This design comes from an exercise in tuning for small area and a short achievable clock period on the open sky130 flow, not from production work.
Only simulation tests tie the RTL to the original design; equivalence was not proved.
Power and IR drop assume default switching activity.

==> module RAM_FINAL, before the edit <==
module RAM_FINAL (
    input clk , rst , rx_valid ,
    input [0:9] din ,
    output reg tx_valid ,
    output reg [0:7] dout
);
reg [7:0] waddr, raddr;
reg [0:7] wdata;
reg [0:7] pf;
reg [2:0] q;
reg clearing;
reg wr_flag;
reg [3:0] k;
reg rd_seen;
wire [2:0] q_next = {q[2] ^ ~(q[1] | q[0]), q[1] ^ ~q[0], ~q[0]};
wire wr_active = wr_flag & ~k[3];
wire [3:0] k_next = {k[2] & k[1] & k[0], k[2] ^ (k[1] & k[0]), k[1] ^ k[0], ~k[0]};
wire [255:0] q7;
wire wbit = wdata[q] & ~clearing;
reg [3:0] t4;
reg rd;
reg fd;
wire [2:0] qd = {q[2] ^ (q[1] & q[0]), q[1] ^ q[0], ~q[0]};
wire fwd = clearing | (wr_active & (waddr == raddr));
reg r;
wire wx = wbit ^ r;
wire [15:0] whi, wlo, whx;
genvar a;
generate
    for (a = 0; a < 16; a = a + 1) begin : g_wdec
        assign whi[a] = clearing | (wr_active & (waddr[7:4] == a));
        assign wlo[a] = clearing | (waddr[3:0] == a);
        assign whx[a] = whi[a] & wx;
    end
endgenerate
genvar w;
generate
    for (w = 0; w < 256; w = w + 1) begin : g_word
        reg [7:0] s;
        wire keep = ~(whi[w / 16] & wlo[w % 16]);
        always @ (posedge clk)
            s <= {s[6:0], ~((s[7] & keep) | (whx[w / 16] & wlo[w % 16]))};
        assign q7[w] = s[7];
    end
endgenerate
always @ (posedge clk or negedge rst)
begin
    if (!rst)
    begin
        q <= 3'd7;
        clearing <= 1'b1;
        fd <= 1'b1;
        r <= 1'b0;
    end
    else
    begin
        q <= q_next;
        if (q == 3'd0) clearing <= 1'b0;
        if (q == 3'd0) r <= ~r;
        fd <= fwd;
    end
end
integer b;
always @ (posedge clk)
begin
    t4[0] <= q7[{2'd0, raddr[5:0]}];
    t4[1] <= q7[{2'd1, raddr[5:0]}];
    t4[2] <= q7[{2'd2, raddr[5:0]}];
    t4[3] <= q7[{2'd3, raddr[5:0]}];
    rd <= r;
    for (b = 0; b < 8; b = b + 1)
        if (fwd && q == b) pf[b] <= wbit;
        else if (!fd && qd == b) pf[b] <= t4[raddr[7:6]] ^ rd;
end
always @ (posedge clk)
begin
    if (rx_valid && din[0:1] == 2'b01) wdata <= din[2:9];
    if (rx_valid && din[0:1] == 2'b11) dout <= pf;
end
always @ (posedge clk or negedge rst)
begin
    if (!rst)
    begin
        waddr <= 8'd0;
        raddr <= 8'd0;
        tx_valid <= 1'b0;
        k <= 4'd0;
        rd_seen <= 1'b0;
        wr_flag <= 1'b0;
    end
    else
    begin
        if (rx_valid)
        begin
            wr_flag <= (din[0:1] == 2'b01);
            case (din[0:1])
                2'b00: begin
                    waddr <= din[2:9];
                    tx_valid <= 1'b0;
                    k <= 4'd0;
                end
                2'b01: begin
                    tx_valid <= 1'b0;
                    k <= 4'd0;
                end
                2'b10: begin
                    raddr <= din[2:9];
                    k <= 4'd0;
                end
                2'b11: begin
                    tx_valid <= 1'b1;
                    rd_seen <= 1'b1;
                    if (!rd_seen) k <= 4'd0;
                end
            endcase
        end
        else if (!k[3])
        begin
            tx_valid <= rd_seen;
            k <= k_next;
        end
        else tx_valid <= 1'b0;
    end
end
endmodule
export LEC_CHECK = 0
export CAP_MARGIN = 20
export CELL_PAD_IN_SITES_DETAIL_PLACEMENT = 1
export CORE_MARGIN = 2
export CORE_UTILIZATION = 50
export CTS_CLUSTER_DIAMETER = 80
export CTS_CLUSTER_SIZE = 26
export PLACE_DENSITY = 0.6
export SETUP_SLACK_MARGIN = 4.85
export SLEW_MARGIN = 40
create_clock -name core_clock -period 7.5 [get_ports {clk}]
run.sh (not shown) runs the stock make flow with config.mk's settings and CLKGATE_MAP_FILE= SYNTH_SCRIPT=/design/flow/synth_recipe.tcl, a recipe that flattens the netlist after the stock synthesis.
Rerun with:
--- a/flow/design.v
+++ b/flow/design.v
@@ -9,38 +9,27 @@
 reg [0:7] pf;
 reg [2:0] q;
 reg clearing;
-reg wr_flag;
+reg wr_active;
+reg [2:0] wcnt;
 reg [3:0] k;
 reg rd_seen;
 wire [2:0] q_next = {q[2] ^ ~(q[1] | q[0]), q[1] ^ ~q[0], ~q[0]};
-wire wr_active = wr_flag & ~k[3];
+wire [2:0] wcnt_next = {wcnt[2] ^ (wcnt[1] & wcnt[0]), wcnt[1] ^ wcnt[0], ~wcnt[0]};
 wire [3:0] k_next = {k[2] & k[1] & k[0], k[2] ^ (k[1] & k[0]), k[1] ^ k[0], ~k[0]};
 wire [255:0] q7;
 wire wbit = wdata[q] & ~clearing;
 reg [3:0] t4;
-reg rd;
+reg [2:0] qd;
 reg fd;
-wire [2:0] qd = {q[2] ^ (q[1] & q[0]), q[1] ^ q[0], ~q[0]};
 wire fwd = clearing | (wr_active & (waddr == raddr));
-reg r;
-wire wx = wbit ^ r;
-wire [15:0] whi, wlo, whx;
-genvar a;
-generate
-    for (a = 0; a < 16; a = a + 1) begin : g_wdec
-        assign whi[a] = clearing | (wr_active & (waddr[7:4] == a));
-        assign wlo[a] = clearing | (waddr[3:0] == a);
-        assign whx[a] = whi[a] & wx;
-    end
-endgenerate
 genvar w;
 generate
     for (w = 0; w < 256; w = w + 1) begin : g_word
-        reg [7:0] s;
-        wire keep = ~(whi[w / 16] & wlo[w % 16]);
+        reg [7:0] r;
+        wire sel = clearing | (wr_active & (waddr == w));
         always @ (posedge clk)
-            s <= {s[6:0], ~((s[7] & keep) | (whx[w / 16] & wlo[w % 16]))};
-        assign q7[w] = s[7];
+            r <= {r[6:0], sel ? wbit : r[7]};
+        assign q7[w] = r[7];
     end
 endgenerate
 always @ (posedge clk or negedge rst)
@@ -50,13 +39,11 @@
         q <= 3'd7;
         clearing <= 1'b1;
         fd <= 1'b1;
-        r <= 1'b0;
     end
     else
     begin
         q <= q_next;
         if (q == 3'd0) clearing <= 1'b0;
-        if (q == 3'd0) r <= ~r;
         fd <= fwd;
     end
 end
@@ -67,10 +54,10 @@
     t4[1] <= q7[{2'd1, raddr[5:0]}];
     t4[2] <= q7[{2'd2, raddr[5:0]}];
     t4[3] <= q7[{2'd3, raddr[5:0]}];
-    rd <= r;
+    qd <= q;
     for (b = 0; b < 8; b = b + 1)
         if (fwd && q == b) pf[b] <= wbit;
-        else if (!fd && qd == b) pf[b] <= t4[raddr[7:6]] ^ rd;
+        else if (!fd && qd == b) pf[b] <= t4[raddr[7:6]];
 end
 always @ (posedge clk)
 begin
@@ -86,13 +73,18 @@
         tx_valid <= 1'b0;
         k <= 4'd0;
         rd_seen <= 1'b0;
-        wr_flag <= 1'b0;
+        wr_active <= 1'b0;
+        wcnt <= 3'd0;
     end
     else
     begin
+        if (wr_active)
+        begin
+            wcnt <= wcnt_next;
+            if (wcnt == 3'd7) wr_active <= 1'b0;
+        end
         if (rx_valid)
         begin
-            wr_flag <= (din[0:1] == 2'b01);
             case (din[0:1])
                 2'b00: begin
                     waddr <= din[2:9];
@@ -100,6 +92,8 @@
                     k <= 4'd0;
                 end
                 2'b01: begin
+                    wr_active <= 1'b1;
+                    wcnt <= 3'd0;
                     tx_valid <= 1'b0;
                     k <= 4'd0;
                 end
@@ -110,13 +104,12 @@
                 2'b11: begin
                     tx_valid <= 1'b1;
                     rd_seen <= 1'b1;
-                    if (!rd_seen) k <= 4'd0;
                 end
             endcase
         end
-        else if (!k[3])
+        else if (!k[3] && rd_seen)
         begin
-            tx_valid <= rd_seen;
+            tx_valid <= 1'b1;
             k <= k_next;
         end
         else tx_valid <= 1'b0;
First-iteration DRC count rose by about 14%.
Via count rose by about 10%.
Critical path depth stays the same.
Cell count rose by about 2.6%.
Setup slack degrades by 14 ps.
Global-route usage rose by 0.31 points.
Utilization is about the same.
Wire length rose by 3.5%.
Die area rose by about 1.1%.
Sequential power is about the same.
Final area rose by about 0.5%.
Sequential share of layout area fell by 0.21 points.
Power rose by 0.39%.

==> re-timing with driven ports <==
No port has a modelled driver above. Below, the same layouts with a new extraction and two added sets of constraints. Step 1 sets driving cells, clkbuf_16 on the clock port and buf_2 on the other inputs (assumed; they add their load-dependent delay and slew). Step 2 times the ports against the registers' clock, not the clock port: input delays grow and output delays shrink by t, the midpoint of the rising clock arrivals with the driver on. Three values: ideal ports, drivers, drivers and shift; two values: the first two.
run | t, ns | setup slack, ns | worst setup path after step 2 | clock arrival spread, ns
the first run | 0.736 | 4.805 / 4.742 / 4.328 | input to register | 0.019 / 0.019
the second run | 0.748 | 4.791 / 4.719 / 4.371 | input to register | 0.032 / 0.032
After both steps setup and hold are still met in every run listed. The setup slack of the first run, which loses most, moves by -0.063 ns with the drivers and by -0.477 ns with both steps.
